This is an optimization exercise on Yosys and OpenROAD, whose aim is small area, not a production implementation. Function was checked by simulation only, so behaviour that the tests miss may differ from the original. The flow treats the clock pin as an ideal source, which a real chip does not have. Power figures rest on the tool's default switching activity, not on a simulated workload.

==> inputs of run D <==
## axi_gpio_top
module axi_gpio_top(  
  input ACLK,
  input ARESETn,
  input        AWVALID,
  output       AWREADY,
  input [31:0] AWADDR,
  input [2 :0] AWPROT,
  input        WVALID,
  output       WREADY,
  input [31:0] WDATA,
  input [3 :0] WSTRB,  
  output       BVALID,
  input        BREADY,
  output[1 :0] BRESP,
  input        ARVALID,
  output       ARREADY,
  input [31:0] ARADDR,
  input [2 :0] ARPROT,
  output       RVALID,
  input        RREADY,
  output[31:0] RDATA,
  output[1 :0] RRESP,
  output [7:0] led,      
  input  [7:0] switch,   
  input  [4:0] button,    
  output interrupt
);
==> flow/config.mk <==
export PLATFORM = sky130hd
export DESIGN_NAME = axi_gpio_top
export DESIGN_NICKNAME = axi_gpio_top
export VERILOG_FILES = /design/flow/design.v
export SDC_FILE = /design/flow/constraint.sdc
export NUM_CORES = 4
export LEC_CHECK = 0
export ABC_AREA = 1
export CAP_MARGIN = 10
export CORE_MARGIN = 2
export CORE_UTILIZATION = 60
export SLEW_MARGIN = 10
==> flow/constraint.sdc <==
create_clock -name core_clock -period 10.0 [get_ports {ACLK}]
set_input_delay 2.0000 -clock core_clock [delete_from_list [all_inputs] [get_ports {ACLK}]]
set_output_delay 2.0000 -clock core_clock [all_outputs]
set_load 0.01 [all_outputs]
standard.sh (not shown) runs the stock make flow with config.mk's settings and CLKGATE_MAP_FILE= SYNTH_SCRIPT=/design/flow/synth_recipe.tcl, a recipe that flattens the netlist after the stock synthesis.
==> flow/flow/run.sh <==
#!/bin/bash
# Own layout flow: the standard flow (standard.sh), with these changes:
#  - synthesis maps the logic with an area-oriented ABC script (abc_area.script
#    here) instead of ORFS's, and skips ORFS's half/full adder extraction;
#    everything else in the synthesis is unchanged, so the registers are the
#    standard synthesis's;
#  - port buffering uses sky130_fd_sc_hd__buf_1 cells;
#  - CTS clusters at most 18 flip-flops per sky130_fd_sc_hd__clkbuf_8, with no
#    dummy loads;
#  - after CTS, cells off the critical paths are sized down, and clock
#    buffers whose flip-flops see a slow clock edge are sized up (post_cts.tcl).
# Each tool's full output stays in orfs/logs/; make's output goes to make.log.
set -euo pipefail
W=$(pwd)
cat > "$W/own_synth.tcl" <<EOT
proc abc {args} {
  set i [lsearch -exact \$args -script]
  if {\$i >= 0} { lset args [expr {\$i + 1}] {$W/flow/abc_area.script} }
  yosys abc {*}\$args
}
# ORFS's half/full adder extraction only hurts the area here
proc extract_fa {args} {}
source {$W/synth_recipe.tcl}
EOT
EXTRA="'BUFFER_PORTS_ARGS=-buffer_cell sky130_fd_sc_hd__buf_1'"
EXTRA+=" 'CTS_ARGS=-sink_clustering_enable -repair_clock_nets -buf_list sky130_fd_sc_hd__clkbuf_8 -sink_clustering_size 18 -sink_clustering_max_diameter 70 -dont_use_dummy_load'"
EXTRA+=" 'SKIP_REPAIR_TIE_FANOUT=1'"
EXTRA+=" 'POST_CTS_TCL=$W/flow/post_cts.tcl'"
sed -e "s#SYNTH_SCRIPT=[^ ']*#SYNTH_SCRIPT=$W/own_synth.tcl#" \
    -e "s#CLKGATE_MAP_FILE= #CLKGATE_MAP_FILE= $EXTRA #" \
    standard.sh > own_standard.sh
grep -q own_synth.tcl own_standard.sh
grep -q POST_CTS_TCL own_standard.sh
bash own_standard.sh > make.log 2>&1
==> flow/flow/abc_area.script <==
strash
dch
amap
strash
&get -n
&dch
&nf -a -R 1000
&put
strash
dch
amap
strash
&get -n
&dch
&nf -a -R 1000
&put
==> flow/flow/post_cts.tcl <==
# size down cells on paths with slack to spare, then re-legalise
log_cmd repair_timing -recover_power 100 -setup_margin 0 -hold_margin 0 -verbose

estimate_parasitics -placement
set slow_drivers {}
foreach pin [get_pins -of_objects [all_registers -edge_triggered] -filter "is_clock==1"] {
  set s 0.0
  foreach prop {slew_max_rise slew_max_fall} {
    set v [get_property $pin $prop]
    if {[string is double -strict $v] && $v > $s} { set s $v }
  }
  if {$s > 0.110} {
    foreach drv [get_pins -of_objects [get_nets -of_objects $pin] -filter "direction==output"] {
      lappend slow_drivers [get_full_name [get_cells -of_objects $drv]]
    }
  }
}
foreach inst [lsort -unique $slow_drivers] {
  set cell [get_property [get_cells $inst] ref_name]
  set bigger [string map {clkbuf_4 clkbuf_8 clkbuf_8 clkbuf_16} $cell]
  if {$bigger ne $cell} {
    puts "upsizing clock buffer $inst: $cell -> $bigger"
    replace_cell [get_cells $inst] [get_lib_cells $bigger]
  }
}
detailed_placement
check_placement -verbose
==> run C: changes against run D <==
--- a/flow/design.v
+++ b/flow/design.v
@@ -19,56 +19,53 @@
   end
   assign data_out = reg_b_s;
 endmodule  
 `timescale 1ns/1ps
 module debouncer(
   input        clk,
   input        res_n,
-  input        up,        
   input        dis,       
   input  [4:0] tgt,       
   input        tgt_ok,    
   input        data_in,   
   output       data_out   
 );
   reg [12:0] lo;
   reg [4:0]  hi;
   reg        fil;
   wire d     = data_in ^ fil;
+  wire hold  = dis;
   wire adv   = ~dis & d;                            
-  wire hold  = dis;                                 
-  wire step  = adv & up;
   wire lz    = ~|lo[11:0];
   wire wrap  = lo[12] & lz;                         
   wire lfb   = lo[12] ^ lo[3] ^ lo[2] ^ lo[0] ^ lz;
   wire hz    = ~|hi[3:0];
   wire hfb   = hi[4] ^ hi[2] ^ hz;
-  wire hadv  = step & wrap;
-  wire hhold = hold | (step & ~wrap);
+  wire hadv  = adv & wrap;
+  wire hhold = hold | (adv & ~wrap);
   wire match = tgt_ok & (hi == tgt);
-  wire [12:0] lo_n = ({13{hold}} & lo) | ({12'h000, adv} & {12'h000, lfb | ~up})
-                   | ({13{step}} & {lo[11:0], 1'b0});
+  wire [12:0] lo_n = ({13{hold}} & lo) | ({13{adv}} & {lo[11:0], lfb});
   wire [4:0]  hi_n = ({5{hhold}} & hi) | ({5{hadv}} & {hi[3:0], hfb});
-  always @(posedge clk) begin
-    lo  <= lo_n;
-    hi  <= hi_n;
-  end
   always @(posedge clk or negedge res_n) begin
-    if (~res_n)
+    if (~res_n) begin
+      lo  <= 13'h0;
+      hi  <= 5'h0;
       fil <= 1'b0;
-    else
-      fil <= fil ^ (step & match);
+    end else begin
+      lo  <= lo_n;
+      hi  <= hi_n;
+      fil <= fil ^ (adv & match);
+    end
   end
   assign data_out = dis ? data_in : fil;
 endmodule  
 `timescale 1ns/1ps
 module int_ctrl(
   input        clk,
   input        res_n,
-  input        up,              
   input  [7:0] switch,          
   input  [4:0] button,          
   output [7:0] int_switch_sts,  
   input  [7:0] int_switch_ena,  
   input  [7:0] int_switch_clr,  
   output [4:0] int_button_sts,  
   input  [4:0] int_button_ena,  
@@ -85,22 +82,23 @@
   reg [4:0] bt_prev;
   wire [7:0] sw_chg = switch ^ sw_prev;
   wire [4:0] bt_chg = button ^ bt_prev;
   wire [4:0] bt_hit = bt_chg & ((button & button_posedge) | (~button & button_negedge));
   wire [7:0] sw_nxt = int_switch_ena & ({8{invoke_int}} | sw_chg | (sw_sts & ~int_switch_clr));
   wire [4:0] bt_nxt = int_button_ena & ({5{invoke_int}} | bt_hit | (bt_sts & (bt_chg | ~int_button_clr)));
   always @(posedge clk or negedge res_n) begin
-    if (~res_n)
-      irq <= 1'b0;
-    else
-      irq <= up & |{sw_sts, bt_sts};
-  end
-  always @(posedge clk) begin
-    sw_sts <= sw_nxt;
-    bt_sts <= bt_nxt;
+    if (~res_n) begin
+      sw_sts <= 8'h00;
+      bt_sts <= 5'h00;
+      irq    <= 1'b0;
+    end else begin
+      sw_sts <= sw_nxt;
+      bt_sts <= bt_nxt;
+      irq    <= |{sw_sts, bt_sts};
+    end
   end
   always @(posedge clk) begin
     sw_prev <= switch;
     bt_prev <= button;
   end
   assign interrupt      = irq;
   assign int_switch_sts = sw_sts;
@@ -163,17 +161,14 @@
   reg [4:0]  bt_clr;
   reg        inv;
   wire [3:0] wa = AWADDR[5:2];
   wire [3:0] ra = ARADDR[5:2];
   wire s0 = WSTRB[0];
   wire s1 = WSTRB[1];
   wire w0 = s0 & WDATA[0];
-  wire [12:0] wmask = {{5{s1}} & WDATA[12:8], {8{s0}} & WDATA[7:0]};
-  wire [12:0] ena_set = {13{aw & (wa == 4'd3)}} & wmask | {13{aw & (wa == 4'd6) & w0}};
-  wire [12:0] ena_clr = {13{aw & (wa == 4'd4)}} & wmask | {13{aw & (wa == 4'd7) & w0}};
   always @(posedge ACLK or negedge ARESETn) begin
     if (~ARESETn) begin
       ar         <= 1'b0;
       rv         <= 1'b0;
       aw         <= 1'b0;
       bv         <= 1'b0;
       led_s      <= 8'h00;
@@ -185,46 +180,64 @@
       deb_bt_dis <= 5'h00;
       deb_t      <= 5'h00;
     end else begin
       ar <= (~ar & ~rv) | (ar & ~ARVALID);
       rv <= (ar & ARVALID) | (rv & ~RREADY);
       aw <= ~aw & ~bv & AWVALID & WVALID;
       bv <= aw | (bv & ~BREADY);
-      sw_ena <= (sw_ena & ~ena_clr[7:0]) | ena_set[7:0];
-      bt_ena <= (bt_ena & ~ena_clr[12:8]) | ena_set[12:8];
       if (aw) begin
         case (wa)
           4'd0: if (s0) led_s <= WDATA[7:0];
+          4'd3: begin
+            if (s0) sw_ena <= sw_ena | WDATA[7:0];
+            if (s1) bt_ena <= bt_ena | WDATA[12:8];
+          end
+          4'd4: begin
+            if (s0) sw_ena <= sw_ena & ~WDATA[7:0];
+            if (s1) bt_ena <= bt_ena & ~WDATA[12:8];
+          end
           4'd5: begin
             if (s0) bt_pos <= WDATA[4:0];
             if (s1) bt_neg <= WDATA[12:8];
           end
           4'd6: if (w0) begin
+            sw_ena <= 8'hff;
+            bt_ena <= 5'h1f;
             bt_pos <= 5'h1f;
             bt_neg <= 5'h1f;
           end
+          4'd7: if (w0) begin
+            sw_ena <= 8'h00;
+            bt_ena <= 5'h00;
+          end
           4'd8: begin
             if (s0) deb_sw_dis <= ~WDATA[7:0];
             if (s1) deb_bt_dis <= ~WDATA[12:8];
           end
           4'd9: if (s0) deb_t <= WDATA[4:0];
           default: ;
         endcase
       end
     end
   end
-  wire [12:0] rmux =
-      ({13{ra == 4'd0}}  & {5'h00, led_s})
-    | ({13{ra == 4'd1}}  & {button, switch})
-    | ({13{ra == 4'd2}}  & {int_button_sts, int_switch_sts})
-    | ({13{ra == 4'd3 || ra == 4'd4}} & {bt_ena, sw_ena})
-    | ({13{ra == 4'd5}}  & {bt_neg, 3'b000, bt_pos})
-    | ({13{ra == 4'd8}}  & ~{deb_bt_dis, deb_sw_dis})
-    | ({13{ra == 4'd9}}  & {8'h00, deb_t})
-    | ({13{ra == 4'd10}} & ID[12:0]);
+  reg [12:0] rmux;
+  always @(*) begin
+    case (ra)
+      4'd0:    rmux = {5'h00, led_s};
+      4'd1:    rmux = {button, switch};
+      4'd2:    rmux = {int_button_sts, int_switch_sts};
+      4'd3:    rmux = {bt_ena, sw_ena};
+      4'd4:    rmux = {bt_ena, sw_ena};
+      4'd5:    rmux = {bt_neg, 3'b000, bt_pos};
+      4'd8:    rmux = ~{deb_bt_dis, deb_sw_dis};
+      4'd9:    rmux = {8'h00, deb_t};
+      4'd10:   rmux = ID[12:0];
+      default: rmux = 13'h0000;
+    endcase
+  end
   always @(posedge ACLK) begin
     sw_clr <= {8{aw & (wa == 4'd2) & s0}} & WDATA[7:0];
     bt_clr <= {5{aw & (wa == 4'd2) & s1}} & WDATA[12:8];
     inv    <= aw & (wa == 4'd11) & w0;
     bdec   <= (aw & wa[3] & wa[2]) | (bv & bdec);
     rid    <= (ar & (ra == 4'd10)) | (rv & rid);
     rdec   <= (ar & ra[3] & ra[2]) | (rv & rdec);
@@ -328,18 +341,14 @@
       5'd28: deb_tgt = 5'd20;
       5'd29: deb_tgt = 5'd8;
       5'd30: deb_tgt = 5'd16;
       default: deb_tgt = 5'd0;
     endcase
   end
   wire       deb_tgt_ok = ~&deb_time;
-  reg up_s;
-  always @(posedge ACLK or negedge ARESETn)
-    if (~ARESETn) up_s <= 1'b0;
-    else          up_s <= 1'b1;
   synchro#(8) 
   synchro_switch(  
     .clk     (ACLK),
     .resetn  (ARESETn),
     .data_in (switch),
     .data_out(switch_synch)
   );
@@ -352,42 +361,39 @@
   ); 
  genvar i;
  generate
     for (i=0; i<=7; i=i+1) begin : switch_debouncers 
     debouncer i_debouncer(  
      .clk(ACLK), 
      .res_n(ARESETn),
-     .up(up_s),
      .dis(deb_switch_dis[i]),
      .tgt(deb_tgt),
      .tgt_ok(deb_tgt_ok),
      .data_in(switch_synch[i]), 
      .data_out(switch_deb[i])      
  );
  end 
  endgenerate
  genvar j;
  generate
     for (j=0; j<=4; j=j+1) begin : buttton_debouncers
     debouncer j_debouncer(  
      .clk(ACLK), 
      .res_n(ARESETn),
-     .up(up_s),
      .dis(deb_button_dis[j]),
      .tgt(deb_tgt),
      .tgt_ok(deb_tgt_ok),
      .data_in(button_synch[j]), 
      .data_out(button_deb[j])      
  );
  end 
  endgenerate
  int_ctrl i_int_ctrl(  
    .clk(ACLK),
    .res_n(ARESETn),
-   .up(up_s),
    .switch(switch_deb),          
    .button(button_deb),          
    .int_switch_sts(int_switch_sts),
    .int_switch_ena(int_switch_ena), 
    .int_switch_clr(int_switch_clr),
    .int_button_sts(int_button_sts),
    .int_button_ena(int_button_ena),
==> flow/flow/run.sh (replaced) <==
#!/bin/bash
# Own layout flow: the standard flow (standard.sh), with these changes:
#  - synthesis maps the logic with an area-oriented ABC script (abc_area.script
#    here) instead of ORFS's; everything else in the synthesis is unchanged,
#    so the registers are the standard synthesis's;
#  - no half/full adder extraction before mapping;
#  - port buffering uses sky130_fd_sc_hd__buf_1 cells;
#  - CTS without dummy loads;
#  - after CTS, cells off the critical paths are sized down (post_cts.tcl).
# Each tool's full output stays in orfs/logs/; make's output goes to make.log.
set -euo pipefail
W=$(pwd)
cat > "$W/own_synth.tcl" <<EOT
proc abc {args} {
  set i [lsearch -exact \$args -script]
  if {\$i >= 0} { lset args [expr {\$i + 1}] {$W/flow/abc_area.script} }
  yosys abc {*}\$args
}
# ORFS's half/full adder extraction only hurts the area here
proc extract_fa {args} {}
source {$W/synth_recipe.tcl}
EOT
EXTRA="'BUFFER_PORTS_ARGS=-buffer_cell sky130_fd_sc_hd__buf_1'"
EXTRA+=" 'CTS_ARGS=-sink_clustering_enable -repair_clock_nets -buf_list sky130_fd_sc_hd__clkbuf_8 -sink_clustering_size 18 -sink_clustering_max_diameter 70 -dont_use_dummy_load'"
EXTRA+=" 'POST_CTS_TCL=$W/flow/post_cts.tcl'"
sed -e "s#SYNTH_SCRIPT=[^ ']*#SYNTH_SCRIPT=$W/own_synth.tcl#" \
    -e "s#CLKGATE_MAP_FILE= #CLKGATE_MAP_FILE= $EXTRA #" \
    standard.sh > own_standard.sh
grep -q own_synth.tcl own_standard.sh
grep -q POST_CTS_TCL own_standard.sh
bash own_standard.sh > make.log 2>&1
==> flow/flow/abc_area.script (replaced) <==
strash
dch
amap
strash
&get -n
&dch
&nf -a -R 1000
&put
==> flow/flow/post_cts.tcl (replaced) <==
# size down cells on paths with slack to spare, then re-legalise
log_cmd repair_timing -recover_power 100 -setup_margin 0 -hold_margin 0 -verbose
detailed_placement
check_placement -verbose
Settings changed: CAP_MARGIN 10 to 0, CORE_UTILIZATION 60 to 40, SLEW_MARGIN 10 to 0.
==> qor summary <==
| quantity | run D | run C |
|---|---|---|
| Result of the run | timing/DRC/antenna clean | timing/DRC/antenna clean |
| Post-synthesis compound-gate area fraction | 0.230 | 0.207 |
| Sequential cell area fraction in the yosys report | 0.544 | 0.582 |
| Critical path arrival | 4.41 ns | 4.49 ns |
| Origin of the worst setup path | ARADDR[3] | AWADDR[3] |
| Sequential logic power | 1900 uW | 2060 uW |
| Die Area | 0.0263 sq mm | 0.0418 sq mm |
| Fraction of final layout cells with drive strength greater than 1 | 0.0287 | 0.0302 |
| Dominant synthesized flop cell | dfxtp_1 | dfrtp_1 |
| Clock group share of total power | 0.219 | 0.188 |
| Maximum resistive drop on vdd | 130 uV | 92.0 uV |
| Wire length of the first global-routing pass | 56200 um | 59300 um |
| Largest net degree at the start of global routing | 63 | 146 |
| HPWL after DPL | 22500 um | 24500 um |

separate check: timing with driven ports:
In the flow no input, the clock included, has a driving cell. The finished layouts below were timed again as built, in two steps.
Step 1: set_driving_cell puts a clkbuf_16 on ACLK and a buf_2 on each other input, an assumption about the parent block.
Step 2 also shifts input and output timing later by t, the mid clock arrival at the registers, as if the neighbouring blocks saw the same clock.
Three values: ideal, step 1, step 2; two values: the first two.
| run | t (ns) | setup slack, ns | worst setup path at the end | clock arrival spread, ns | cell pins on the clock port's net |
|---|---|---|---|---|---|
| run D | 0.624 | 6.100 / 6.112 / 5.488 | input to register | 0.063 / 0.062 | 1 |
| run C | 0.649 | 6.005 / 5.985 / 5.337 | input to register | 0.041 / 0.041 | 1 |
After both steps setup and hold are still met in every run listed. For run C, which loses most, drivers alone change the setup slack by -0.020 ns; drivers and shift together by -0.668 ns.
